From an optimization exercise on the open Yosys and OpenROAD flow, aimed at small area, a short achievable clock period and few clock cycles; shortcuts taken in it are not production practice. Function was checked by simulation only, so behaviour that the tests miss may differ from the original.

**flow/run.sh**
```bash
#!/bin/bash
# synth_recipe.tcl (not shown) runs the flow's synth.tcl, then flattens the netlist and writes it again
# the make line also repeats each setting of config.mk as NAME=value (left out here)
make -C /OpenROAD-flow-scripts/flow DESIGN_CONFIG=/design/flow/config.mk WORK_HOME=/design/flow/orfs CLKGATE_MAP_FILE= SYNTH_SCRIPT=/design/flow/synth_recipe.tcl finish
```
**flow/config.mk**
```make
export PLATFORM = sky130hd
export DESIGN_NAME = geofence
export DESIGN_NICKNAME = geofence
export VERILOG_FILES = /design/flow/design.v
export SDC_FILE = /design/flow/constraint.sdc
export NUM_CORES = 4
export LEC_CHECK = 0
export CAP_MARGIN = 20
export CORE_MARGIN = 2
export CORE_UTILIZATION = 60
export PLACE_DENSITY = 0.75
export SETUP_SLACK_MARGIN = 5
export SLEW_MARGIN = 20
```
**flow/constraint.sdc**
```tcl
create_clock -name core_clock -period 10.0 [get_ports {clk}]
set_input_delay 2.0000 -clock core_clock [delete_from_list [all_inputs] [get_ports {clk}]]
set_output_delay 2.0000 -clock core_clock [all_outputs]
set_load 0.01 [all_outputs]
```
**flow/design.v**
```verilog
module geofence (clk, reset, X, Y, valid, is_inside);
input               clk;
input               reset;
input       [9:0]   X;
input       [9:0]   Y;
output  reg         valid;
output  reg         is_inside;
reg     [3:0]   cnt;         
reg     [9:0]   PX, PY;
reg signed [10:0] VX, VY;    
reg signed [10:0] LX, LY, RX, RY;
reg             deg;         
wire signed [10:0] dx = {1'b0, X} - {1'b0, PX};
wire signed [10:0] dy = {1'b0, Y} - {1'b0, PY};
wire a_neg, a_zero, b_neg, b_zero;
cross_sign u_a (.ax(LX), .ay(LY), .bx(VX), .by(VY), .neg(a_neg), .zero(a_zero));
cross_sign u_b (.ax(VX), .ay(VY), .bx(RX), .by(RY), .neg(b_neg), .zero(b_zero));
wire a_pos = ~a_neg & ~a_zero;
wire b_pos = ~b_neg & ~b_zero;
wire v_zero = ~(|VX) & ~(|VY);
wire opp = (|LX) ? (VX[10] ^ LX[10]) : (VY[10] ^ LY[10]);
wire first = (cnt == 4'd2);
wire step  = (cnt >= 4'd2) && (cnt <= 4'd7);
wire cov_now = v_zero | (~a_pos & ~b_pos & (~deg | opp));
always @(posedge clk or posedge reset) begin
    if (reset) begin
        cnt   <= 4'd0;
        valid <= 1'b0;
    end else begin
        cnt   <= (cnt == 4'd8) ? 4'd0 : cnt + 4'd1;
        valid <= (cnt == 4'd7);
    end
end
always @(posedge clk) begin
    if (cnt == 4'd0) begin
        PX <= X;
        PY <= Y;
    end
    VX <= dx;
    VY <= dy;
    if (first) begin
        LX <= VX; LY <= VY;
        RX <= VX; RY <= VY;
        deg <= 1'b1;
        is_inside <= v_zero;
    end else if (step) begin
        if (a_neg) begin LX <= VX; LY <= VY; end
        if (b_neg) begin RX <= VX; RY <= VY; end
        if (a_neg | b_neg) deg <= 1'b0;
        is_inside <= is_inside | cov_now;
    end
end
endmodule
module cross_sign (ax, ay, bx, by, neg, zero);
input  [10:0] ax, ay, bx, by;
output neg, zero;
wire t1;
wire t2;
wire t3;
wire t4;
wire t5;
wire t6;
wire t7;
wire t8;
wire t9;
wire t10;
wire t11;
wire t12;
wire t13;
wire t14;
wire t15;
wire t16;
wire t17;
wire t18;
wire t19;
wire t20;
wire t21;
wire t22;
wire t23;
wire t24;
wire t25;
wire t26;
wire t27;
wire t28;
wire t29;
wire t30;
wire t31;
wire t32;
wire t33;
wire t34;
wire t35;
wire t36;
wire t37;
wire t38;
wire t39;
wire t40;
wire t41;
wire t42;
wire t43;
wire t44;
wire t45;
wire t46;
wire t47;
wire t48;
wire t49;
wire t50;
wire t51;
wire t52;
wire t53;
wire t54;
wire t55;
wire t56;
wire t57;
wire t58;
wire t59;
wire t60;
wire t61;
wire t62;
wire t63;
wire t64;
wire t65;
wire t66;
wire t67;
wire t68;
wire t69;
wire t70;
wire t71;
wire t72;
wire t73;
wire t74;
wire t75;
wire t76;
wire t77;
wire t78;
wire t79;
wire t80;
wire t81;
wire t82;
wire t83;
wire t84;
wire t85;
wire t86;
wire t87;
wire t88;
wire t89;
wire t90;
wire t91;
wire t92;
wire t93;
wire t94;
wire t95;
wire t96;
wire t97;
wire t98;
wire t99;
wire t100;
wire t101;
wire t102;
wire t103;
wire t104;
wire t105;
wire t106;
wire t107;
wire t108;
wire t109;
wire t110;
wire t111;
wire t112;
wire t113;
wire t114;
wire t115;
wire t116;
wire t117;
wire t118;
wire t119;
wire t120;
wire t121;
wire t122;
wire t123;
wire t124;
wire t125;
wire t126;
wire t127;
wire t128;
wire t129;
wire t130;
wire t131;
wire t132;
wire t133;
wire t134;
wire t135;
wire t136;
wire t137;
wire t138;
wire t139;
wire t140;
wire t141;
wire t142;
wire t143;
wire t144;
wire t145;
wire t146;
wire t147;
wire t148;
wire t149;
wire t150;
wire t151;
wire t152;
wire t153;
wire t154;
wire t155;
wire t156;
wire t157;
wire t158;
wire t159;
wire t160;
wire t161;
wire t162;
wire t163;
wire t164;
wire t165;
wire t166;
wire t167;
wire t168;
wire t169;
wire t170;
wire t171;
wire t172;
wire t173;
wire t174;
wire t175;
wire t176;
wire t177;
wire t178;
wire t179;
wire t180;
wire t181;
wire t182;
wire t183;
wire t184;
wire t185;
wire t186;
wire t187;
wire t188;
wire t189;
wire t190;
wire t191;
wire t192;
wire t193;
wire t194;
wire t195;
wire t196;
wire t197;
wire t198;
wire t199;
wire t200;
wire t201;
wire t202;
wire t203;
wire t204;
wire t205;
wire t206;
wire t207;
wire t208;
wire t209;
wire t210;
wire t211;
wire t212;
wire t213;
wire t214;
wire t215;
wire t216;
wire t217;
wire t218;
wire t219;
wire t220;
wire t221;
wire t222;
wire t223;
wire t224;
wire t225;
wire t226;
wire t227;
wire t228;
wire t229;
wire t230;
wire t231;
wire t232;
wire t233;
wire t234;
wire t235;
wire t236;
wire t237;
wire t238;
wire t239;
wire t240;
wire t241;
wire t242;
wire t243;
wire t244;
wire t245;
wire t246;
wire t247;
wire t248;
wire t249;
wire t250;
wire t251;
wire t252;
wire t253;
wire t254;
wire t255;
wire t256;
wire t257;
wire t258;
wire t259;
wire t260;
wire t261;
wire t262;
wire t263;
wire t264;
wire t265;
wire t266;
wire t267;
wire t268;
wire t269;
wire t270;
wire t271;
wire t272;
wire t273;
wire t274;
wire t275;
wire t276;
wire t277;
wire t278;
wire t279;
wire t280;
wire t281;
wire t282;
wire t283;
wire t284;
wire t285;
wire t286;
wire t287;
wire t288;
wire t289;
wire t290;
wire t291;
wire t292;
wire t293;
wire t294;
wire t295;
wire t296;
wire t297;
wire t298;
wire t299;
wire t300;
wire t301;
wire t302;
wire t303;
wire t304;
wire t305;
wire t306;
wire t307;
wire t308;
wire t309;
wire t310;
wire t311;
wire t312;
wire t313;
wire t314;
wire t315;
wire t316;
wire t317;
wire t318;
wire t319;
wire t320;
wire t321;
wire t322;
wire t323;
wire t324;
wire t325;
wire t326;
wire t327;
wire t328;
wire t329;
wire t330;
wire t331;
wire t332;
wire t333;
wire t334;
wire t335;
wire t336;
wire t337;
wire t338;
wire t339;
wire t340;
wire t341;
wire t342;
wire t343;
wire t344;
wire t345;
wire t346;
wire t347;
wire t348;
wire t349;
wire t350;
wire t351;
wire t352;
wire t353;
wire t354;
wire t355;
wire t356;
wire t357;
wire t358;
wire t359;
wire t360;
wire t361;
wire t362;
wire t363;
wire t364;
wire t365;
wire t366;
wire t367;
wire t368;
wire t369;
wire t370;
wire t371;
wire t372;
wire t373;
wire t374;
wire t375;
wire t376;
wire t377;
wire t378;
wire t379;
wire t380;
wire t381;
wire t382;
wire t383;
wire t384;
wire t385;
wire t386;
wire t387;
wire t388;
wire t389;
wire t390;
wire t391;
wire t392;
wire t393;
wire t394;
wire t395;
wire t396;
wire t397;
wire t398;
wire t399;
wire t400;
wire t401;
wire t402;
wire t403;
wire t404;
wire t405;
wire t406;
wire t407;
wire t408;
wire t409;
wire t410;
wire t411;
wire t412;
wire t413;
wire t414;
wire t415;
wire t416;
wire t417;
wire t418;
wire t419;
wire t420;
wire t421;
wire t422;
wire t423;
wire t424;
wire t425;
wire t426;
wire t427;
wire t428;
wire t429;
wire t430;
wire t431;
wire t432;
wire t433;
wire t434;
wire t435;
wire t436;
wire t437;
wire t438;
wire t439;
wire t440;
wire t441;
wire t442;
wire t443;
wire t444;
wire t445;
wire t446;
assign t1 = 1'b1 ^ (ax[0] & by[9]) ^ (ax[1] & by[8]);
assign t2 = (1'b1 & (ax[0] & by[9])) | (1'b1 & (ax[1] & by[8])) | ((ax[0] & by[9]) & (ax[1] & by[8]));
assign t3 = 1'b1 ^ (ax[1] & by[9]) ^ (ax[2] & by[8]);
assign t4 = (1'b1 & (ax[1] & by[9])) | (1'b1 & (ax[2] & by[8])) | ((ax[1] & by[9]) & (ax[2] & by[8]));
assign t5 = (ax[3] & by[7]) ^ (ax[4] & by[6]) ^ (ax[5] & by[5]);
assign t6 = ((ax[3] & by[7]) & (ax[4] & by[6])) | ((ax[3] & by[7]) & (ax[5] & by[5])) | ((ax[4] & by[6]) & (ax[5] & by[5]));
assign t7 = (ax[6] & by[4]) ^ (ax[7] & by[3]);
assign t8 = (ax[6] & by[4]) & (ax[7] & by[3]);
assign t9 = 1'b1 ^ (ax[2] & by[9]) ^ (ax[3] & by[8]);
assign t10 = (1'b1 & (ax[2] & by[9])) | (1'b1 & (ax[3] & by[8])) | ((ax[2] & by[9]) & (ax[3] & by[8]));
assign t11 = (ax[4] & by[7]) ^ (ax[5] & by[6]) ^ (ax[6] & by[5]);
assign t12 = ((ax[4] & by[7]) & (ax[5] & by[6])) | ((ax[4] & by[7]) & (ax[6] & by[5])) | ((ax[5] & by[6]) & (ax[6] & by[5]));
assign t13 = (ax[7] & by[4]) ^ (ax[8] & by[3]);
assign t14 = (ax[7] & by[4]) & (ax[8] & by[3]);
assign t15 = (ax[3] & by[9]) ^ (ax[4] & by[8]) ^ (ax[5] & by[7]);
assign t16 = ((ax[3] & by[9]) & (ax[4] & by[8])) | ((ax[3] & by[9]) & (ax[5] & by[7])) | ((ax[4] & by[8]) & (ax[5] & by[7]));
assign t17 = 1'b1 ^ (ax[0] & by[6]) ^ (ax[1] & by[5]);
assign t18 = (1'b1 & (ax[0] & by[6])) | (1'b1 & (ax[1] & by[5])) | ((ax[0] & by[6]) & (ax[1] & by[5]));
assign t19 = 1'b1 ^ (ax[0] & by[7]) ^ (ax[1] & by[6]);
assign t20 = (1'b1 & (ax[0] & by[7])) | (1'b1 & (ax[1] & by[6])) | ((ax[0] & by[7]) & (ax[1] & by[6]));
assign t21 = (ax[2] & by[5]) ^ (ax[3] & by[4]) ^ (ax[4] & by[3]);
assign t22 = ((ax[2] & by[5]) & (ax[3] & by[4])) | ((ax[2] & by[5]) & (ax[4] & by[3])) | ((ax[3] & by[4]) & (ax[4] & by[3]));
assign t23 = (ax[5] & by[2]) ^ (ax[6] & by[1]);
assign t24 = (ax[5] & by[2]) & (ax[6] & by[1]);
assign t25 = 1'b1 ^ (ax[0] & by[8]) ^ (ax[1] & by[7]);
assign t26 = (1'b1 & (ax[0] & by[8])) | (1'b1 & (ax[1] & by[7])) | ((ax[0] & by[8]) & (ax[1] & by[7]));
assign t27 = (ax[2] & by[6]) ^ (ax[3] & by[5]) ^ (ax[4] & by[4]);
assign t28 = ((ax[2] & by[6]) & (ax[3] & by[5])) | ((ax[2] & by[6]) & (ax[4] & by[4])) | ((ax[3] & by[5]) & (ax[4] & by[4]));
assign t29 = (ax[5] & by[3]) ^ (ax[6] & by[2]) ^ (ax[7] & by[1]);
assign t30 = ((ax[5] & by[3]) & (ax[6] & by[2])) | ((ax[5] & by[3]) & (ax[7] & by[1])) | ((ax[6] & by[2]) & (ax[7] & by[1]));
assign t31 = (ax[8] & by[0]) ^ ~(ay[0] & bx[8]) ^ ~(ay[1] & bx[7]);
assign t32 = ((ax[8] & by[0]) & ~(ay[0] & bx[8])) | ((ax[8] & by[0]) & ~(ay[1] & bx[7])) | (~(ay[0] & bx[8]) & ~(ay[1] & bx[7]));
assign t33 = ~(ay[2] & bx[6]) ^ ~(ay[3] & bx[5]);
assign t34 = ~(ay[2] & bx[6]) & ~(ay[3] & bx[5]);
assign t35 = t1 ^ (ax[2] & by[7]) ^ (ax[3] & by[6]);
assign t36 = (t1 & (ax[2] & by[7])) | (t1 & (ax[3] & by[6])) | ((ax[2] & by[7]) & (ax[3] & by[6]));
assign t37 = (ax[4] & by[5]) ^ (ax[5] & by[4]) ^ (ax[6] & by[3]);
assign t38 = ((ax[4] & by[5]) & (ax[5] & by[4])) | ((ax[4] & by[5]) & (ax[6] & by[3])) | ((ax[5] & by[4]) & (ax[6] & by[3]));
assign t39 = (ax[7] & by[2]) ^ (ax[8] & by[1]) ^ (ax[9] & by[0]);
assign t40 = ((ax[7] & by[2]) & (ax[8] & by[1])) | ((ax[7] & by[2]) & (ax[9] & by[0])) | ((ax[8] & by[1]) & (ax[9] & by[0]));
assign t41 = ~(ay[0] & bx[9]) ^ ~(ay[1] & bx[8]) ^ ~(ay[2] & bx[7]);
assign t42 = (~(ay[0] & bx[9]) & ~(ay[1] & bx[8])) | (~(ay[0] & bx[9]) & ~(ay[2] & bx[7])) | (~(ay[1] & bx[8]) & ~(ay[2] & bx[7]));
assign t43 = ~(ay[3] & bx[6]) ^ ~(ay[4] & bx[5]) ^ ~(ay[5] & bx[4]);
assign t44 = (~(ay[3] & bx[6]) & ~(ay[4] & bx[5])) | (~(ay[3] & bx[6]) & ~(ay[5] & bx[4])) | (~(ay[4] & bx[5]) & ~(ay[5] & bx[4]));
assign t45 = ~(ay[6] & bx[3]) ^ ~(ay[7] & bx[2]);
assign t46 = ~(ay[6] & bx[3]) & ~(ay[7] & bx[2]);
assign t47 = t2 ^ t3 ^ t5;
assign t48 = (t2 & t3) | (t2 & t5) | (t3 & t5);
assign t49 = t7 ^ (ax[8] & by[2]) ^ (ax[9] & by[1]);
assign t50 = (t7 & (ax[8] & by[2])) | (t7 & (ax[9] & by[1])) | ((ax[8] & by[2]) & (ax[9] & by[1]));
assign t51 = (ay[0] & bx[10]) ^ (ay[10] & bx[0]) ^ ~(ax[0] & by[10]);
assign t52 = ((ay[0] & bx[10]) & (ay[10] & bx[0])) | ((ay[0] & bx[10]) & ~(ax[0] & by[10])) | ((ay[10] & bx[0]) & ~(ax[0] & by[10]));
assign t53 = ~(ax[10] & by[0]) ^ ~(ay[1] & bx[9]) ^ ~(ay[2] & bx[8]);
assign t54 = (~(ax[10] & by[0]) & ~(ay[1] & bx[9])) | (~(ax[10] & by[0]) & ~(ay[2] & bx[8])) | (~(ay[1] & bx[9]) & ~(ay[2] & bx[8]));
assign t55 = ~(ay[3] & bx[7]) ^ ~(ay[4] & bx[6]) ^ ~(ay[5] & bx[5]);
assign t56 = (~(ay[3] & bx[7]) & ~(ay[4] & bx[6])) | (~(ay[3] & bx[7]) & ~(ay[5] & bx[5])) | (~(ay[4] & bx[6]) & ~(ay[5] & bx[5]));
assign t57 = ~(ay[6] & bx[4]) ^ ~(ay[7] & bx[3]) ^ ~(ay[8] & bx[2]);
assign t58 = (~(ay[6] & bx[4]) & ~(ay[7] & bx[3])) | (~(ay[6] & bx[4]) & ~(ay[8] & bx[2])) | (~(ay[7] & bx[3]) & ~(ay[8] & bx[2]));
assign t59 = t4 ^ t6 ^ t8;
assign t60 = (t4 & t6) | (t4 & t8) | (t6 & t8);
assign t61 = t9 ^ t11 ^ t13;
assign t62 = (t9 & t11) | (t9 & t13) | (t11 & t13);
assign t63 = (ax[9] & by[2]) ^ (ay[10] & bx[1]) ^ (ay[1] & bx[10]);
assign t64 = ((ax[9] & by[2]) & (ay[10] & bx[1])) | ((ax[9] & by[2]) & (ay[1] & bx[10])) | ((ay[10] & bx[1]) & (ay[1] & bx[10]));
assign t65 = ~(ax[10] & by[1]) ^ ~(ax[1] & by[10]) ^ ~(ay[2] & bx[9]);
assign t66 = (~(ax[10] & by[1]) & ~(ax[1] & by[10])) | (~(ax[10] & by[1]) & ~(ay[2] & bx[9])) | (~(ax[1] & by[10]) & ~(ay[2] & bx[9]));
assign t67 = ~(ay[3] & bx[8]) ^ ~(ay[4] & bx[7]) ^ ~(ay[5] & bx[6]);
assign t68 = (~(ay[3] & bx[8]) & ~(ay[4] & bx[7])) | (~(ay[3] & bx[8]) & ~(ay[5] & bx[6])) | (~(ay[4] & bx[7]) & ~(ay[5] & bx[6]));
assign t69 = ~(ay[6] & bx[5]) ^ ~(ay[7] & bx[4]) ^ ~(ay[8] & bx[3]);
assign t70 = (~(ay[6] & bx[5]) & ~(ay[7] & bx[4])) | (~(ay[6] & bx[5]) & ~(ay[8] & bx[3])) | (~(ay[7] & bx[4]) & ~(ay[8] & bx[3]));
assign t71 = t10 ^ t12 ^ t14;
assign t72 = (t10 & t12) | (t10 & t14) | (t12 & t14);
assign t73 = t15 ^ (ax[6] & by[6]) ^ (ax[7] & by[5]);
assign t74 = (t15 & (ax[6] & by[6])) | (t15 & (ax[7] & by[5])) | ((ax[6] & by[6]) & (ax[7] & by[5]));
assign t75 = (ax[8] & by[4]) ^ (ax[9] & by[3]) ^ (ay[10] & bx[2]);
assign t76 = ((ax[8] & by[4]) & (ax[9] & by[3])) | ((ax[8] & by[4]) & (ay[10] & bx[2])) | ((ax[9] & by[3]) & (ay[10] & bx[2]));
assign t77 = (ay[2] & bx[10]) ^ ~(ax[10] & by[2]) ^ ~(ax[2] & by[10]);
assign t78 = ((ay[2] & bx[10]) & ~(ax[10] & by[2])) | ((ay[2] & bx[10]) & ~(ax[2] & by[10])) | (~(ax[10] & by[2]) & ~(ax[2] & by[10]));
assign t79 = ~(ay[3] & bx[9]) ^ ~(ay[4] & bx[8]) ^ ~(ay[5] & bx[7]);
assign t80 = (~(ay[3] & bx[9]) & ~(ay[4] & bx[8])) | (~(ay[3] & bx[9]) & ~(ay[5] & bx[7])) | (~(ay[4] & bx[8]) & ~(ay[5] & bx[7]));
assign t81 = ~(ay[6] & bx[6]) ^ ~(ay[7] & bx[5]) ^ ~(ay[8] & bx[4]);
assign t82 = (~(ay[6] & bx[6]) & ~(ay[7] & bx[5])) | (~(ay[6] & bx[6]) & ~(ay[8] & bx[4])) | (~(ay[7] & bx[5]) & ~(ay[8] & bx[4]));
assign t83 = t16 ^ (ax[4] & by[9]) ^ (ax[5] & by[8]);
assign t84 = (t16 & (ax[4] & by[9])) | (t16 & (ax[5] & by[8])) | ((ax[4] & by[9]) & (ax[5] & by[8]));
assign t85 = (ax[6] & by[7]) ^ (ax[7] & by[6]) ^ (ax[8] & by[5]);
assign t86 = ((ax[6] & by[7]) & (ax[7] & by[6])) | ((ax[6] & by[7]) & (ax[8] & by[5])) | ((ax[7] & by[6]) & (ax[8] & by[5]));
assign t87 = (ax[9] & by[4]) ^ (ay[10] & bx[3]) ^ (ay[3] & bx[10]);
assign t88 = ((ax[9] & by[4]) & (ay[10] & bx[3])) | ((ax[9] & by[4]) & (ay[3] & bx[10])) | ((ay[10] & bx[3]) & (ay[3] & bx[10]));
assign t89 = ~(ax[10] & by[3]) ^ ~(ax[3] & by[10]) ^ ~(ay[4] & bx[9]);
assign t90 = (~(ax[10] & by[3]) & ~(ax[3] & by[10])) | (~(ax[10] & by[3]) & ~(ay[4] & bx[9])) | (~(ax[3] & by[10]) & ~(ay[4] & bx[9]));
assign t91 = ~(ay[5] & bx[8]) ^ ~(ay[6] & bx[7]) ^ ~(ay[7] & bx[6]);
assign t92 = (~(ay[5] & bx[8]) & ~(ay[6] & bx[7])) | (~(ay[5] & bx[8]) & ~(ay[7] & bx[6])) | (~(ay[6] & bx[7]) & ~(ay[7] & bx[6]));
assign t93 = (ax[5] & by[9]) ^ (ax[6] & by[8]) ^ (ax[7] & by[7]);
assign t94 = ((ax[5] & by[9]) & (ax[6] & by[8])) | ((ax[5] & by[9]) & (ax[7] & by[7])) | ((ax[6] & by[8]) & (ax[7] & by[7]));
assign t95 = (ax[8] & by[6]) ^ (ax[9] & by[5]) ^ (ay[10] & bx[4]);
assign t96 = ((ax[8] & by[6]) & (ax[9] & by[5])) | ((ax[8] & by[6]) & (ay[10] & bx[4])) | ((ax[9] & by[5]) & (ay[10] & bx[4]));
assign t97 = (ay[4] & bx[10]) ^ ~(ax[10] & by[4]) ^ ~(ax[4] & by[10]);
assign t98 = ((ay[4] & bx[10]) & ~(ax[10] & by[4])) | ((ay[4] & bx[10]) & ~(ax[4] & by[10])) | (~(ax[10] & by[4]) & ~(ax[4] & by[10]));
assign t99 = (ax[6] & by[9]) ^ (ax[7] & by[8]) ^ (ax[8] & by[7]);
assign t100 = ((ax[6] & by[9]) & (ax[7] & by[8])) | ((ax[6] & by[9]) & (ax[8] & by[7])) | ((ax[7] & by[8]) & (ax[8] & by[7]));
assign t101 = 1'b1 ^ (ax[0] & by[4]) ^ (ax[1] & by[3]);
assign t102 = (1'b1 & (ax[0] & by[4])) | (1'b1 & (ax[1] & by[3])) | ((ax[0] & by[4]) & (ax[1] & by[3]));
assign t103 = 1'b1 ^ (ax[0] & by[5]) ^ (ax[1] & by[4]);
assign t104 = (1'b1 & (ax[0] & by[5])) | (1'b1 & (ax[1] & by[4])) | ((ax[0] & by[5]) & (ax[1] & by[4]));
assign t105 = (ax[2] & by[3]) ^ (ax[3] & by[2]) ^ (ax[4] & by[1]);
assign t106 = ((ax[2] & by[3]) & (ax[3] & by[2])) | ((ax[2] & by[3]) & (ax[4] & by[1])) | ((ax[3] & by[2]) & (ax[4] & by[1]));
assign t107 = (ax[5] & by[0]) ^ ~(ay[0] & bx[5]);
assign t108 = (ax[5] & by[0]) & ~(ay[0] & bx[5]);
assign t109 = t17 ^ (ax[2] & by[4]) ^ (ax[3] & by[3]);
assign t110 = (t17 & (ax[2] & by[4])) | (t17 & (ax[3] & by[3])) | ((ax[2] & by[4]) & (ax[3] & by[3]));
assign t111 = (ax[4] & by[2]) ^ (ax[5] & by[1]) ^ (ax[6] & by[0]);
assign t112 = ((ax[4] & by[2]) & (ax[5] & by[1])) | ((ax[4] & by[2]) & (ax[6] & by[0])) | ((ax[5] & by[1]) & (ax[6] & by[0]));
assign t113 = ~(ay[0] & bx[6]) ^ ~(ay[1] & bx[5]) ^ ~(ay[2] & bx[4]);
assign t114 = (~(ay[0] & bx[6]) & ~(ay[1] & bx[5])) | (~(ay[0] & bx[6]) & ~(ay[2] & bx[4])) | (~(ay[1] & bx[5]) & ~(ay[2] & bx[4]));
assign t115 = ~(ay[3] & bx[3]) ^ ~(ay[4] & bx[2]);
assign t116 = ~(ay[3] & bx[3]) & ~(ay[4] & bx[2]);
assign t117 = t18 ^ t19 ^ t21;
assign t118 = (t18 & t19) | (t18 & t21) | (t19 & t21);
assign t119 = t23 ^ (ax[7] & by[0]) ^ ~(ay[0] & bx[7]);
assign t120 = (t23 & (ax[7] & by[0])) | (t23 & ~(ay[0] & bx[7])) | ((ax[7] & by[0]) & ~(ay[0] & bx[7]));
assign t121 = ~(ay[1] & bx[6]) ^ ~(ay[2] & bx[5]) ^ ~(ay[3] & bx[4]);
assign t122 = (~(ay[1] & bx[6]) & ~(ay[2] & bx[5])) | (~(ay[1] & bx[6]) & ~(ay[3] & bx[4])) | (~(ay[2] & bx[5]) & ~(ay[3] & bx[4]));
assign t123 = ~(ay[4] & bx[3]) ^ ~(ay[5] & bx[2]) ^ ~(ay[6] & bx[1]);
assign t124 = (~(ay[4] & bx[3]) & ~(ay[5] & bx[2])) | (~(ay[4] & bx[3]) & ~(ay[6] & bx[1])) | (~(ay[5] & bx[2]) & ~(ay[6] & bx[1]));
assign t125 = t20 ^ t22 ^ t24;
assign t126 = (t20 & t22) | (t20 & t24) | (t22 & t24);
assign t127 = t25 ^ t27 ^ t29;
assign t128 = (t25 & t27) | (t25 & t29) | (t27 & t29);
assign t129 = t31 ^ t33 ^ ~(ay[4] & bx[4]);
assign t130 = (t31 & t33) | (t31 & ~(ay[4] & bx[4])) | (t33 & ~(ay[4] & bx[4]));
assign t131 = ~(ay[5] & bx[3]) ^ ~(ay[6] & bx[2]) ^ ~(ay[7] & bx[1]);
assign t132 = (~(ay[5] & bx[3]) & ~(ay[6] & bx[2])) | (~(ay[5] & bx[3]) & ~(ay[7] & bx[1])) | (~(ay[6] & bx[2]) & ~(ay[7] & bx[1]));
assign t133 = t26 ^ t28 ^ t30;
assign t134 = (t26 & t28) | (t26 & t30) | (t28 & t30);
assign t135 = t32 ^ t34 ^ t35;
assign t136 = (t32 & t34) | (t32 & t35) | (t34 & t35);
assign t137 = t37 ^ t39 ^ t41;
assign t138 = (t37 & t39) | (t37 & t41) | (t39 & t41);
assign t139 = t43 ^ t45 ^ ~(ay[8] & bx[1]);
assign t140 = (t43 & t45) | (t43 & ~(ay[8] & bx[1])) | (t45 & ~(ay[8] & bx[1]));
assign t141 = t36 ^ t38 ^ t40;
assign t142 = (t36 & t38) | (t36 & t40) | (t38 & t40);
assign t143 = t42 ^ t44 ^ t46;
assign t144 = (t42 & t44) | (t42 & t46) | (t44 & t46);
assign t145 = t47 ^ t49 ^ t51;
assign t146 = (t47 & t49) | (t47 & t51) | (t49 & t51);
assign t147 = t53 ^ t55 ^ t57;
assign t148 = (t53 & t55) | (t53 & t57) | (t55 & t57);
assign t149 = t48 ^ t50 ^ t52;
assign t150 = (t48 & t50) | (t48 & t52) | (t50 & t52);
assign t151 = t54 ^ t56 ^ t58;
assign t152 = (t54 & t56) | (t54 & t58) | (t56 & t58);
assign t153 = t59 ^ t61 ^ t63;
assign t154 = (t59 & t61) | (t59 & t63) | (t61 & t63);
assign t155 = t65 ^ t67 ^ t69;
assign t156 = (t65 & t67) | (t65 & t69) | (t67 & t69);
assign t157 = t60 ^ t62 ^ t64;
assign t158 = (t60 & t62) | (t60 & t64) | (t62 & t64);
assign t159 = t66 ^ t68 ^ t70;
assign t160 = (t66 & t68) | (t66 & t70) | (t68 & t70);
assign t161 = t71 ^ t73 ^ t75;
assign t162 = (t71 & t73) | (t71 & t75) | (t73 & t75);
assign t163 = t77 ^ t79 ^ t81;
assign t164 = (t77 & t79) | (t77 & t81) | (t79 & t81);
assign t165 = t72 ^ t74 ^ t76;
assign t166 = (t72 & t74) | (t72 & t76) | (t74 & t76);
assign t167 = t78 ^ t80 ^ t82;
assign t168 = (t78 & t80) | (t78 & t82) | (t80 & t82);
assign t169 = t83 ^ t85 ^ t87;
assign t170 = (t83 & t85) | (t83 & t87) | (t85 & t87);
assign t171 = t89 ^ t91 ^ ~(ay[8] & bx[5]);
assign t172 = (t89 & t91) | (t89 & ~(ay[8] & bx[5])) | (t91 & ~(ay[8] & bx[5]));
assign t173 = t84 ^ t86 ^ t88;
assign t174 = (t84 & t86) | (t84 & t88) | (t86 & t88);
assign t175 = t90 ^ t92 ^ t93;
assign t176 = (t90 & t92) | (t90 & t93) | (t92 & t93);
assign t177 = t95 ^ t97 ^ ~(ay[5] & bx[9]);
assign t178 = (t95 & t97) | (t95 & ~(ay[5] & bx[9])) | (t97 & ~(ay[5] & bx[9]));
assign t179 = ~(ay[6] & bx[8]) ^ ~(ay[7] & bx[7]) ^ ~(ay[8] & bx[6]);
assign t180 = (~(ay[6] & bx[8]) & ~(ay[7] & bx[7])) | (~(ay[6] & bx[8]) & ~(ay[8] & bx[6])) | (~(ay[7] & bx[7]) & ~(ay[8] & bx[6]));
assign t181 = t94 ^ t96 ^ t98;
assign t182 = (t94 & t96) | (t94 & t98) | (t96 & t98);
assign t183 = t99 ^ (ax[9] & by[6]) ^ (ay[10] & bx[5]);
assign t184 = (t99 & (ax[9] & by[6])) | (t99 & (ay[10] & bx[5])) | ((ax[9] & by[6]) & (ay[10] & bx[5]));
assign t185 = (ay[5] & bx[10]) ^ ~(ax[10] & by[5]) ^ ~(ax[5] & by[10]);
assign t186 = ((ay[5] & bx[10]) & ~(ax[10] & by[5])) | ((ay[5] & bx[10]) & ~(ax[5] & by[10])) | (~(ax[10] & by[5]) & ~(ax[5] & by[10]));
assign t187 = ~(ay[6] & bx[9]) ^ ~(ay[7] & bx[8]) ^ ~(ay[8] & bx[7]);
assign t188 = (~(ay[6] & bx[9]) & ~(ay[7] & bx[8])) | (~(ay[6] & bx[9]) & ~(ay[8] & bx[7])) | (~(ay[7] & bx[8]) & ~(ay[8] & bx[7]));
assign t189 = t100 ^ (ax[7] & by[9]) ^ (ax[8] & by[8]);
assign t190 = (t100 & (ax[7] & by[9])) | (t100 & (ax[8] & by[8])) | ((ax[7] & by[9]) & (ax[8] & by[8]));
assign t191 = (ax[9] & by[7]) ^ (ay[10] & bx[6]) ^ (ay[6] & bx[10]);
assign t192 = ((ax[9] & by[7]) & (ay[10] & bx[6])) | ((ax[9] & by[7]) & (ay[6] & bx[10])) | ((ay[10] & bx[6]) & (ay[6] & bx[10]));
assign t193 = ~(ax[10] & by[6]) ^ ~(ax[6] & by[10]) ^ ~(ay[7] & bx[9]);
assign t194 = (~(ax[10] & by[6]) & ~(ax[6] & by[10])) | (~(ax[10] & by[6]) & ~(ay[7] & bx[9])) | (~(ax[6] & by[10]) & ~(ay[7] & bx[9]));
assign t195 = (ax[8] & by[9]) ^ (ax[9] & by[8]) ^ (ay[10] & bx[7]);
assign t196 = ((ax[8] & by[9]) & (ax[9] & by[8])) | ((ax[8] & by[9]) & (ay[10] & bx[7])) | ((ax[9] & by[8]) & (ay[10] & bx[7]));
assign t197 = 1'b1 ^ (ax[0] & by[2]);
assign t198 = 1'b1 & (ax[0] & by[2]);
assign t199 = 1'b1 ^ (ax[0] & by[3]) ^ (ax[1] & by[2]);
assign t200 = (1'b1 & (ax[0] & by[3])) | (1'b1 & (ax[1] & by[2])) | ((ax[0] & by[3]) & (ax[1] & by[2]));
assign t201 = (ax[2] & by[1]) ^ (ax[3] & by[0]) ^ ~(ay[0] & bx[3]);
assign t202 = ((ax[2] & by[1]) & (ax[3] & by[0])) | ((ax[2] & by[1]) & ~(ay[0] & bx[3])) | ((ax[3] & by[0]) & ~(ay[0] & bx[3]));
assign t203 = t101 ^ (ax[2] & by[2]) ^ (ax[3] & by[1]);
assign t204 = (t101 & (ax[2] & by[2])) | (t101 & (ax[3] & by[1])) | ((ax[2] & by[2]) & (ax[3] & by[1]));
assign t205 = (ax[4] & by[0]) ^ ~(ay[0] & bx[4]) ^ ~(ay[1] & bx[3]);
assign t206 = ((ax[4] & by[0]) & ~(ay[0] & bx[4])) | ((ax[4] & by[0]) & ~(ay[1] & bx[3])) | (~(ay[0] & bx[4]) & ~(ay[1] & bx[3]));
assign t207 = ~(ay[2] & bx[2]) ^ ~(ay[3] & bx[1]);
assign t208 = ~(ay[2] & bx[2]) & ~(ay[3] & bx[1]);
assign t209 = t102 ^ t103 ^ t105;
assign t210 = (t102 & t103) | (t102 & t105) | (t103 & t105);
assign t211 = t107 ^ ~(ay[1] & bx[4]) ^ ~(ay[2] & bx[3]);
assign t212 = (t107 & ~(ay[1] & bx[4])) | (t107 & ~(ay[2] & bx[3])) | (~(ay[1] & bx[4]) & ~(ay[2] & bx[3]));
assign t213 = ~(ay[3] & bx[2]) ^ ~(ay[4] & bx[1]) ^ ~(ay[5] & bx[0]);
assign t214 = (~(ay[3] & bx[2]) & ~(ay[4] & bx[1])) | (~(ay[3] & bx[2]) & ~(ay[5] & bx[0])) | (~(ay[4] & bx[1]) & ~(ay[5] & bx[0]));
assign t215 = t104 ^ t106 ^ t108;
assign t216 = (t104 & t106) | (t104 & t108) | (t106 & t108);
assign t217 = t109 ^ t111 ^ t113;
assign t218 = (t109 & t111) | (t109 & t113) | (t111 & t113);
assign t219 = t115 ^ ~(ay[5] & bx[1]) ^ ~(ay[6] & bx[0]);
assign t220 = (t115 & ~(ay[5] & bx[1])) | (t115 & ~(ay[6] & bx[0])) | (~(ay[5] & bx[1]) & ~(ay[6] & bx[0]));
assign t221 = t110 ^ t112 ^ t114;
assign t222 = (t110 & t112) | (t110 & t114) | (t112 & t114);
assign t223 = t116 ^ t117 ^ t119;
assign t224 = (t116 & t117) | (t116 & t119) | (t117 & t119);
assign t225 = t121 ^ t123 ^ ~(ay[7] & bx[0]);
assign t226 = (t121 & t123) | (t121 & ~(ay[7] & bx[0])) | (t123 & ~(ay[7] & bx[0]));
assign t227 = t118 ^ t120 ^ t122;
assign t228 = (t118 & t120) | (t118 & t122) | (t120 & t122);
assign t229 = t124 ^ t125 ^ t127;
assign t230 = (t124 & t125) | (t124 & t127) | (t125 & t127);
assign t231 = t129 ^ t131 ^ ~(ay[8] & bx[0]);
assign t232 = (t129 & t131) | (t129 & ~(ay[8] & bx[0])) | (t131 & ~(ay[8] & bx[0]));
assign t233 = t126 ^ t128 ^ t130;
assign t234 = (t126 & t128) | (t126 & t130) | (t128 & t130);
assign t235 = t132 ^ t133 ^ t135;
assign t236 = (t132 & t133) | (t132 & t135) | (t133 & t135);
assign t237 = t137 ^ t139 ^ ~(ay[9] & bx[0]);
assign t238 = (t137 & t139) | (t137 & ~(ay[9] & bx[0])) | (t139 & ~(ay[9] & bx[0]));
assign t239 = t134 ^ t136 ^ t138;
assign t240 = (t134 & t136) | (t134 & t138) | (t136 & t138);
assign t241 = t140 ^ t141 ^ t143;
assign t242 = (t140 & t141) | (t140 & t143) | (t141 & t143);
assign t243 = t145 ^ t147 ^ ~(ay[9] & bx[1]);
assign t244 = (t145 & t147) | (t145 & ~(ay[9] & bx[1])) | (t147 & ~(ay[9] & bx[1]));
assign t245 = t142 ^ t144 ^ t146;
assign t246 = (t142 & t144) | (t142 & t146) | (t144 & t146);
assign t247 = t148 ^ t149 ^ t151;
assign t248 = (t148 & t149) | (t148 & t151) | (t149 & t151);
assign t249 = t153 ^ t155 ^ ~(ay[9] & bx[2]);
assign t250 = (t153 & t155) | (t153 & ~(ay[9] & bx[2])) | (t155 & ~(ay[9] & bx[2]));
assign t251 = t150 ^ t152 ^ t154;
assign t252 = (t150 & t152) | (t150 & t154) | (t152 & t154);
assign t253 = t156 ^ t157 ^ t159;
assign t254 = (t156 & t157) | (t156 & t159) | (t157 & t159);
assign t255 = t161 ^ t163 ^ ~(ay[9] & bx[3]);
assign t256 = (t161 & t163) | (t161 & ~(ay[9] & bx[3])) | (t163 & ~(ay[9] & bx[3]));
assign t257 = t158 ^ t160 ^ t162;
assign t258 = (t158 & t160) | (t158 & t162) | (t160 & t162);
assign t259 = t164 ^ t165 ^ t167;
assign t260 = (t164 & t165) | (t164 & t167) | (t165 & t167);
assign t261 = t169 ^ t171 ^ ~(ay[9] & bx[4]);
assign t262 = (t169 & t171) | (t169 & ~(ay[9] & bx[4])) | (t171 & ~(ay[9] & bx[4]));
assign t263 = t166 ^ t168 ^ t170;
assign t264 = (t166 & t168) | (t166 & t170) | (t168 & t170);
assign t265 = t172 ^ t173 ^ t175;
assign t266 = (t172 & t173) | (t172 & t175) | (t173 & t175);
assign t267 = t177 ^ t179 ^ ~(ay[9] & bx[5]);
assign t268 = (t177 & t179) | (t177 & ~(ay[9] & bx[5])) | (t179 & ~(ay[9] & bx[5]));
assign t269 = t174 ^ t176 ^ t178;
assign t270 = (t174 & t176) | (t174 & t178) | (t176 & t178);
assign t271 = t180 ^ t181 ^ t183;
assign t272 = (t180 & t181) | (t180 & t183) | (t181 & t183);
assign t273 = t185 ^ t187 ^ ~(ay[9] & bx[6]);
assign t274 = (t185 & t187) | (t185 & ~(ay[9] & bx[6])) | (t187 & ~(ay[9] & bx[6]));
assign t275 = t182 ^ t184 ^ t186;
assign t276 = (t182 & t184) | (t182 & t186) | (t184 & t186);
assign t277 = t188 ^ t189 ^ t191;
assign t278 = (t188 & t189) | (t188 & t191) | (t189 & t191);
assign t279 = t193 ^ ~(ay[8] & bx[8]) ^ ~(ay[9] & bx[7]);
assign t280 = (t193 & ~(ay[8] & bx[8])) | (t193 & ~(ay[9] & bx[7])) | (~(ay[8] & bx[8]) & ~(ay[9] & bx[7]));
assign t281 = t190 ^ t192 ^ t194;
assign t282 = (t190 & t192) | (t190 & t194) | (t192 & t194);
assign t283 = t195 ^ (ay[7] & bx[10]) ^ ~(ax[10] & by[7]);
assign t284 = (t195 & (ay[7] & bx[10])) | (t195 & ~(ax[10] & by[7])) | ((ay[7] & bx[10]) & ~(ax[10] & by[7]));
assign t285 = ~(ax[7] & by[10]) ^ ~(ay[8] & bx[9]) ^ ~(ay[9] & bx[8]);
assign t286 = (~(ax[7] & by[10]) & ~(ay[8] & bx[9])) | (~(ax[7] & by[10]) & ~(ay[9] & bx[8])) | (~(ay[8] & bx[9]) & ~(ay[9] & bx[8]));
assign t287 = t196 ^ (ax[9] & by[9]) ^ (ay[10] & bx[8]);
assign t288 = (t196 & (ax[9] & by[9])) | (t196 & (ay[10] & bx[8])) | ((ax[9] & by[9]) & (ay[10] & bx[8]));
assign t289 = (ay[8] & bx[10]) ^ ~(ax[10] & by[8]) ^ ~(ax[8] & by[10]);
assign t290 = ((ay[8] & bx[10]) & ~(ax[10] & by[8])) | ((ay[8] & bx[10]) & ~(ax[8] & by[10])) | (~(ax[10] & by[8]) & ~(ax[8] & by[10]));
assign t291 = 1'b1 ^ (ax[0] & by[1]);
assign t292 = 1'b1 & (ax[0] & by[1]);
assign t293 = t197 ^ (ax[1] & by[1]) ^ (ax[2] & by[0]);
assign t294 = (t197 & (ax[1] & by[1])) | (t197 & (ax[2] & by[0])) | ((ax[1] & by[1]) & (ax[2] & by[0]));
assign t295 = ~(ay[0] & bx[2]) ^ ~(ay[1] & bx[1]);
assign t296 = ~(ay[0] & bx[2]) & ~(ay[1] & bx[1]);
assign t297 = t198 ^ t199 ^ t201;
assign t298 = (t198 & t199) | (t198 & t201) | (t199 & t201);
assign t299 = ~(ay[1] & bx[2]) ^ ~(ay[2] & bx[1]) ^ ~(ay[3] & bx[0]);
assign t300 = (~(ay[1] & bx[2]) & ~(ay[2] & bx[1])) | (~(ay[1] & bx[2]) & ~(ay[3] & bx[0])) | (~(ay[2] & bx[1]) & ~(ay[3] & bx[0]));
assign t301 = t200 ^ t202 ^ t203;
assign t302 = (t200 & t202) | (t200 & t203) | (t202 & t203);
assign t303 = t205 ^ t207 ^ ~(ay[4] & bx[0]);
assign t304 = (t205 & t207) | (t205 & ~(ay[4] & bx[0])) | (t207 & ~(ay[4] & bx[0]));
assign t305 = t204 ^ t206 ^ t208;
assign t306 = (t204 & t206) | (t204 & t208) | (t206 & t208);
assign t307 = t209 ^ t211 ^ t213;
assign t308 = (t209 & t211) | (t209 & t213) | (t211 & t213);
assign t309 = t210 ^ t212 ^ t214;
assign t310 = (t210 & t212) | (t210 & t214) | (t212 & t214);
assign t311 = t215 ^ t217 ^ t219;
assign t312 = (t215 & t217) | (t215 & t219) | (t217 & t219);
assign t313 = t216 ^ t218 ^ t220;
assign t314 = (t216 & t218) | (t216 & t220) | (t218 & t220);
assign t315 = t221 ^ t223 ^ t225;
assign t316 = (t221 & t223) | (t221 & t225) | (t223 & t225);
assign t317 = t222 ^ t224 ^ t226;
assign t318 = (t222 & t224) | (t222 & t226) | (t224 & t226);
assign t319 = t227 ^ t229 ^ t231;
assign t320 = (t227 & t229) | (t227 & t231) | (t229 & t231);
assign t321 = t228 ^ t230 ^ t232;
assign t322 = (t228 & t230) | (t228 & t232) | (t230 & t232);
assign t323 = t233 ^ t235 ^ t237;
assign t324 = (t233 & t235) | (t233 & t237) | (t235 & t237);
assign t325 = t234 ^ t236 ^ t238;
assign t326 = (t234 & t236) | (t234 & t238) | (t236 & t238);
assign t327 = t239 ^ t241 ^ t243;
assign t328 = (t239 & t241) | (t239 & t243) | (t241 & t243);
assign t329 = t240 ^ t242 ^ t244;
assign t330 = (t240 & t242) | (t240 & t244) | (t242 & t244);
assign t331 = t245 ^ t247 ^ t249;
assign t332 = (t245 & t247) | (t245 & t249) | (t247 & t249);
assign t333 = t246 ^ t248 ^ t250;
assign t334 = (t246 & t248) | (t246 & t250) | (t248 & t250);
assign t335 = t251 ^ t253 ^ t255;
assign t336 = (t251 & t253) | (t251 & t255) | (t253 & t255);
assign t337 = t252 ^ t254 ^ t256;
assign t338 = (t252 & t254) | (t252 & t256) | (t254 & t256);
assign t339 = t257 ^ t259 ^ t261;
assign t340 = (t257 & t259) | (t257 & t261) | (t259 & t261);
assign t341 = t258 ^ t260 ^ t262;
assign t342 = (t258 & t260) | (t258 & t262) | (t260 & t262);
assign t343 = t263 ^ t265 ^ t267;
assign t344 = (t263 & t265) | (t263 & t267) | (t265 & t267);
assign t345 = t264 ^ t266 ^ t268;
assign t346 = (t264 & t266) | (t264 & t268) | (t266 & t268);
assign t347 = t269 ^ t271 ^ t273;
assign t348 = (t269 & t271) | (t269 & t273) | (t271 & t273);
assign t349 = t270 ^ t272 ^ t274;
assign t350 = (t270 & t272) | (t270 & t274) | (t272 & t274);
assign t351 = t275 ^ t277 ^ t279;
assign t352 = (t275 & t277) | (t275 & t279) | (t277 & t279);
assign t353 = t276 ^ t278 ^ t280;
assign t354 = (t276 & t278) | (t276 & t280) | (t278 & t280);
assign t355 = t281 ^ t283 ^ t285;
assign t356 = (t281 & t283) | (t281 & t285) | (t283 & t285);
assign t357 = t282 ^ t284 ^ t286;
assign t358 = (t282 & t284) | (t282 & t286) | (t284 & t286);
assign t359 = t287 ^ t289 ^ ~(ay[9] & bx[9]);
assign t360 = (t287 & t289) | (t287 & ~(ay[9] & bx[9])) | (t289 & ~(ay[9] & bx[9]));
assign t361 = t288 ^ t290 ^ (ay[10] & bx[9]);
assign t362 = (t288 & t290) | (t288 & (ay[10] & bx[9])) | (t290 & (ay[10] & bx[9]));
assign t363 = (ay[9] & bx[10]) ^ ~(ax[10] & by[9]) ^ ~(ax[9] & by[10]);
assign t364 = ((ay[9] & bx[10]) & ~(ax[10] & by[9])) | ((ay[9] & bx[10]) & ~(ax[9] & by[10])) | (~(ax[10] & by[9]) & ~(ax[9] & by[10]));
assign t365 = t291 ^ (ax[1] & by[0]);
assign t366 = t291 & (ax[1] & by[0]);
assign t367 = t292 ^ t293 ^ t295;
assign t368 = (t292 & t293) | (t292 & t295) | (t293 & t295);
assign t369 = t294 ^ t296 ^ t297;
assign t370 = (t294 & t296) | (t294 & t297) | (t296 & t297);
assign t371 = t298 ^ t300 ^ t301;
assign t372 = (t298 & t300) | (t298 & t301) | (t300 & t301);
assign t373 = t302 ^ t304 ^ t305;
assign t374 = (t302 & t304) | (t302 & t305) | (t304 & t305);
assign t375 = t306 ^ t308 ^ t309;
assign t376 = (t306 & t308) | (t306 & t309) | (t308 & t309);
assign t377 = t310 ^ t312 ^ t313;
assign t378 = (t310 & t312) | (t310 & t313) | (t312 & t313);
assign t379 = t314 ^ t316 ^ t317;
assign t380 = (t314 & t316) | (t314 & t317) | (t316 & t317);
assign t381 = t318 ^ t320 ^ t321;
assign t382 = (t318 & t320) | (t318 & t321) | (t320 & t321);
assign t383 = t322 ^ t324 ^ t325;
assign t384 = (t322 & t324) | (t322 & t325) | (t324 & t325);
assign t385 = t326 ^ t328 ^ t329;
assign t386 = (t326 & t328) | (t326 & t329) | (t328 & t329);
assign t387 = t330 ^ t332 ^ t333;
assign t388 = (t330 & t332) | (t330 & t333) | (t332 & t333);
assign t389 = t334 ^ t336 ^ t337;
assign t390 = (t334 & t336) | (t334 & t337) | (t336 & t337);
assign t391 = t338 ^ t340 ^ t341;
assign t392 = (t338 & t340) | (t338 & t341) | (t340 & t341);
assign t393 = t342 ^ t344 ^ t345;
assign t394 = (t342 & t344) | (t342 & t345) | (t344 & t345);
assign t395 = t346 ^ t348 ^ t349;
assign t396 = (t346 & t348) | (t346 & t349) | (t348 & t349);
assign t397 = t350 ^ t352 ^ t353;
assign t398 = (t350 & t352) | (t350 & t353) | (t352 & t353);
assign t399 = t354 ^ t356 ^ t357;
assign t400 = (t354 & t356) | (t354 & t357) | (t356 & t357);
assign t401 = t358 ^ t360 ^ t361;
assign t402 = (t358 & t360) | (t358 & t361) | (t360 & t361);
assign t403 = t362 ^ t364 ^ (ax[10] & by[10]);
assign t404 = (t362 & t364) | (t362 & (ax[10] & by[10])) | (t364 & (ax[10] & by[10]));
assign t405 = 1'b1 ^ (ax[0] & by[0]);
assign t406 = 1'b1 & (ax[0] & by[0]);
assign t407 = t365 ^ ~(ay[0] & bx[1]) ^ ~(ay[1] & bx[0]);
assign t408 = (t365 & ~(ay[0] & bx[1])) | (t365 & ~(ay[1] & bx[0])) | (~(ay[0] & bx[1]) & ~(ay[1] & bx[0]));
assign t409 = t366 ^ t367 ^ ~(ay[2] & bx[0]);
assign t410 = (t366 & t367) | (t366 & ~(ay[2] & bx[0])) | (t367 & ~(ay[2] & bx[0]));
assign t411 = t368 ^ t369 ^ t299;
assign t412 = (t368 & t369) | (t368 & t299) | (t369 & t299);
assign t413 = t370 ^ t371 ^ t303;
assign t414 = (t370 & t371) | (t370 & t303) | (t371 & t303);
assign t415 = t372 ^ t373 ^ t307;
assign t416 = (t372 & t373) | (t372 & t307) | (t373 & t307);
assign t417 = t374 ^ t375 ^ t311;
assign t418 = (t374 & t375) | (t374 & t311) | (t375 & t311);
assign t419 = t376 ^ t377 ^ t315;
assign t420 = (t376 & t377) | (t376 & t315) | (t377 & t315);
assign t421 = t378 ^ t379 ^ t319;
assign t422 = (t378 & t379) | (t378 & t319) | (t379 & t319);
assign t423 = t380 ^ t381 ^ t323;
assign t424 = (t380 & t381) | (t380 & t323) | (t381 & t323);
assign t425 = t382 ^ t383 ^ t327;
assign t426 = (t382 & t383) | (t382 & t327) | (t383 & t327);
assign t427 = t384 ^ t385 ^ t331;
assign t428 = (t384 & t385) | (t384 & t331) | (t385 & t331);
assign t429 = t386 ^ t387 ^ t335;
assign t430 = (t386 & t387) | (t386 & t335) | (t387 & t335);
assign t431 = t388 ^ t389 ^ t339;
assign t432 = (t388 & t389) | (t388 & t339) | (t389 & t339);
assign t433 = t390 ^ t391 ^ t343;
assign t434 = (t390 & t391) | (t390 & t343) | (t391 & t343);
assign t435 = t392 ^ t393 ^ t347;
assign t436 = (t392 & t393) | (t392 & t347) | (t393 & t347);
assign t437 = t394 ^ t395 ^ t351;
assign t438 = (t394 & t395) | (t394 & t351) | (t395 & t351);
assign t439 = t396 ^ t397 ^ t355;
assign t440 = (t396 & t397) | (t396 & t355) | (t397 & t355);
assign t441 = t398 ^ t399 ^ t359;
assign t442 = (t398 & t399) | (t398 & t359) | (t399 & t359);
assign t443 = t400 ^ t401 ^ t363;
assign t444 = (t400 & t401) | (t400 & t363) | (t401 & t363);
assign t445 = t402 ^ t403 ^ ~(ay[10] & bx[10]);
assign t446 = (t402 & t403) | (t402 & ~(ay[10] & bx[10])) | (t403 & ~(ay[10] & bx[10]));
wire [21:0] ra = {t404, t444, t442, t440, t438, t436, t434, t432, t430, t428, t426, t424, t422, t420, t418, t416, t414, t412, t410, t408, t406, t405};
wire [21:0] rb = {t446, t445, t443, t441, t439, t437, t435, t433, t431, t429, t427, t425, t423, t421, t419, t417, t415, t413, t411, t409, t407, ~(ay[0] & bx[0])};
wire g0_0 = (ra[1] & rb[1]) | ((ra[1] | rb[1]) & (ra[0] & rb[0]));
wire p0_0 = (ra[1] | rb[1]) & (ra[0] | rb[0]);
wire g0_2 = (ra[3] & rb[3]) | ((ra[3] | rb[3]) & (ra[2] & rb[2]));
wire p0_2 = (ra[3] | rb[3]) & (ra[2] | rb[2]);
wire g0_4 = (ra[5] & rb[5]) | ((ra[5] | rb[5]) & (ra[4] & rb[4]));
wire p0_4 = (ra[5] | rb[5]) & (ra[4] | rb[4]);
wire g0_6 = (ra[7] & rb[7]) | ((ra[7] | rb[7]) & (ra[6] & rb[6]));
wire p0_6 = (ra[7] | rb[7]) & (ra[6] | rb[6]);
wire g0_8 = (ra[9] & rb[9]) | ((ra[9] | rb[9]) & (ra[8] & rb[8]));
wire p0_8 = (ra[9] | rb[9]) & (ra[8] | rb[8]);
wire g0_10 = (ra[11] & rb[11]) | ((ra[11] | rb[11]) & (ra[10] & rb[10]));
wire p0_10 = (ra[11] | rb[11]) & (ra[10] | rb[10]);
wire g0_12 = (ra[13] & rb[13]) | ((ra[13] | rb[13]) & (ra[12] & rb[12]));
wire p0_12 = (ra[13] | rb[13]) & (ra[12] | rb[12]);
wire g0_14 = (ra[15] & rb[15]) | ((ra[15] | rb[15]) & (ra[14] & rb[14]));
wire p0_14 = (ra[15] | rb[15]) & (ra[14] | rb[14]);
wire g0_16 = (ra[17] & rb[17]) | ((ra[17] | rb[17]) & (ra[16] & rb[16]));
wire p0_16 = (ra[17] | rb[17]) & (ra[16] | rb[16]);
wire g0_18 = (ra[19] & rb[19]) | ((ra[19] | rb[19]) & (ra[18] & rb[18]));
wire p0_18 = (ra[19] | rb[19]) & (ra[18] | rb[18]);
wire g1_0 = g0_2 | (p0_2 & g0_0);
wire p1_0 = p0_2 & p0_0;
wire g1_2 = g0_6 | (p0_6 & g0_4);
wire p1_2 = p0_6 & p0_4;
wire g1_4 = g0_10 | (p0_10 & g0_8);
wire p1_4 = p0_10 & p0_8;
wire g1_6 = g0_14 | (p0_14 & g0_12);
wire p1_6 = p0_14 & p0_12;
wire g1_8 = g0_18 | (p0_18 & g0_16);
wire p1_8 = p0_18 & p0_16;
wire g2_0 = g1_2 | (p1_2 & g1_0);
wire p2_0 = p1_2 & p1_0;
wire g2_2 = g1_6 | (p1_6 & g1_4);
wire p2_2 = p1_6 & p1_4;
wire g2_4 = (ra[20] & rb[20]) | ((ra[20] | rb[20]) & g1_8);
wire p2_4 = (ra[20] | rb[20]) & p1_8;
wire g3_0 = g2_2 | (p2_2 & g2_0);
wire p3_0 = p2_2 & p2_0;
wire g4_0 = g2_4 | (p2_4 & g3_0);
wire p4_0 = p2_4 & p3_0;
assign neg = ra[21] ^ rb[21] ^ g4_0;
assign zero = ((ra ^ rb) == {(ra[20:0] | rb[20:0]), 1'b0});
endmodule
```
==> flow_metrics.tcl <==
set metrics [dict create \
    status "complete, no violations" \
    final-max-slew-violation-count 0 \
    crit_type "reg2reg" \
    fin_hold_ws_ps 494 \
    drive_gt1_share_pct 11.1 \
    fin_skew_ps 12.3 \
    synthFlopType "edfxtp_1" \
    cts_buffers 9 \
    synthCells 1951 \
    synthXorXnorAreaFrac_pct 2.68 \
    synth.distinct_cells 44 \
    gr-usage-all-layers_pct 32.3 \
    final_hold_viol_count 0 \
    start_kind "flop" \
    clockBufferDepth 2 \
    grt_max_degree 27 \
    ant_nets 0 \
    synth_top_family_by_area "adder cells" \
    dr.pass1.iters 5 \
    vias_per_cell 5.64 \
    mostFrequentLayoutCells "inv_1 (486), fa_1 (381), nand2_1 (259)" \
    port_buffers 23 \
    worst_pin_slew_ps 1010 \
    worstHoldStart "cnt[0]$_DFF_PP0_" \
    cp.arrival_ps 6420 \
    synth_area_leaders "fa_1 (43%), edfxtp_1 (10%), inv_1 (9.9%)" \
    setup_viol 0 \
    synth_top_area_share_pct 43.4 \
    dp_hpwl_mm 33.2 \
    layout_commonest_cell "inv_1" \
    num_vias 13627 \
    synth_mux_area_share_pct 0.114 \
    synth_edf_count 65 \
    synthAdderAreaFrac_pct 53.1 \
    cts_sinks 93 \
    nets 2583 \
    drv_cap 0 \
    gp_congestion 0.905 \
    drt-wirelength-per-cell_um 20.6 \
    syn_nets 2522 \
    required_ps 10130 \
    synthSimpleGateAreaFrac_pct 16.2 \
    start_util_pct 60.9 \
    cts_hold_buffers 0 \
    rsz0062_at_grt "yes" \
    crit_start "RY[7]$_DFFE_PP_" \
    clock.fmax_mhz 159 \
    yosysSeqAreaShare_pct 13.6 \
    crit_path_end_kind "flop" \
    ys_async_sr_fraction_pct 5.38 \
    rows 64 \
    hold_path_class "reg2reg" \
    path_clk_slew_ps 70 \
    cts_tree "built" \
    dieArea_um2 32500 \
    core_um2 30600 \
    slew_headroom_pct 31.9 \
    drc 0 \
    avgSynthCellArea_um2 9.55 \
    area_delta_synth_final_pct 11.8 \
    cts-root-buf "clkbuf_16" \
    h-tree-depth 3 \
    tns_ps 0 \
    finalWirelength_mm 49.7 \
    io_pins 24 \
    period_share_pct 63.0 \
    grt.overflow.total 0 \
    yosysTopAreaCell "fa_1" \
    die_h_um 180 \
    grt_pass1_vias 15551 \
    grt_pass1_wl_mm 80.4 \
    ys_seq_elements 93 \
    drt_iter0_drc 1081 \
    clk_latency_ps 350 \
    crit_path_max_fanout 5 \
    min_period_ps 6300 \
    synth_area_um2 18600 \
    synth_compound_area_share_pct 2.59 \
    r2r-start "RY[7]$_DFFE_PP_" \
    fin_util_pct 68.1 \
    yosysWarnings 1 \
    fp.dieW_um 180 \
    antenna_found_initial 1 \
]
what timing repair did:
item	CTS	global route
setup buffers	83	9
gates resized for setup	78	25
gates cloned	6	0
pin swaps	34	19
setup endpoints to repair	46	46
flip-flops by register name (all words and copies together), names as in the netlist:
signal     cells
is_inside      1
LY            11
LX            11
deg            1
valid          1
PY            10
cnt            4
VY            11
PX            10
RY            11
RX            11
VX            11
final timing paths:
| kind | end | depth (start not counted) | slack [ps] |
|---|---|---|---|
| max in group asynchronous | cnt[0]$_DFF_PP0_ | 2 | 7970 |
| min in group asynchronous | valid$_DFF_PP0_ | 2 | 1860 |
| worst min-delay path | cnt[0]$_DFF_PP0_ | 1 | 490 |
| worst min register to register | cnt[0]$_DFF_PP0_ | 1 | 490 |
| worst max-delay path | RX[1]$_DFFE_PP_ | 21 | 3700 |
| worst max register to register | RX[1]$_DFFE_PP_ | 21 | 3700 |
kinds of logic (layout without fill, tap and decap cells):
family	after synthesis	after routing
buffers and inverters	582	646
adders and majority gates	549	549
muxes	2	2
DFF	93	93
AOI/OAI and AO/OA	70	72
other	0	1
and+or+nand+nor	598	598
xor gates and xnor gates	57	57
worst max-delay path, cell delays in order, from the launching register on:
cell and delay, ps:
edfxtp_1 520, buf_6 150, nand2_2 60, fa_1 540
inv_1 50, fa_1 510, fa_1 450, fa_2 550
inv_2 40, fa_2 320, fa_1 460, fa_1 530
inv_1 50, ha_2 160, nor3b_1 130, nor3_1 170
o21bai_1 130, nor4_4 340, mux2_4 380, nor2_4 210
a21oi_4 110, clkbuf_16 200
per-stage QoR:
stage	setup slack [ps]	cell area (µm²)	std cells
after floorplan	3960	18900	1951
after global placement	3080	19300	2299
after CTS	3770	20700	2404
after detailed placement	2940	19300	2299
final	3700	20800	2414
after global routing	3520	20800	2413
per-layer routing:
metal | part of all wire, % | global-route usage, % | vias up
met4 | 6.1 | 17.6 | 0
met5 | 0 | 0 | -
li1 | - | - | 5763
met2 | 49 | 54.7 | 793
met1 | 35 | 38.5 | 6857
met3 | 9.9 | 6.91 | 214
layout make-up:
type                    count  area [µm²]
multi-input cells        1278       14300
fillers                  2237        9740
flip-flops and latches     93        2570
inverters                 494        1850
repair buffers            136        1310
well taps                 396         495
clock buffers              10         229
clock inverters             6        93.8
diodes                      1        2.50
Yosys cell counts, drive strengths merged (4+ instances only):
cell	number
a21o	5
a31oi	6
fa	404
a21oi	20
dfrtp	5
nor2b	16
or4	4
ha	145
xnor2	32
nor3	12
o21ai	17
nand2b	5
edfxtp	65
inv	494
nor3b	4
nor4	16
clkbuf	88
nand4	5
xor2	25
nand3	9
nor2	21
and2	238
o31ai	4
nand2	267
dfxtp	23
Testbench counts, summed over its fixed seeds: cycles 28,800.

re-timing with driven ports:
The results above use ideal ports. As a check the final layout listed here was re-extracted and re-timed, cells and wires unchanged. Step 1, drivers: a clkbuf_16 drives clk and a buf_2 each remaining input, both assumed. Step 2 also shifts input and output timing later by t, the mid clock arrival at the registers, as if the neighbouring blocks saw the same clock. Three values: no drivers, after step 1, after step 2; two values: the first two.
t, ns: 0.391
slack for setup (ns): 3.703 / 3.703 / 3.703
hold WS [ns]: 0.494 / 0.494 / 0.494
After both steps this run still meets setup and hold. The setup slack of this run moves by 0.000 ns with the drivers and by 0.000 ns with both steps.
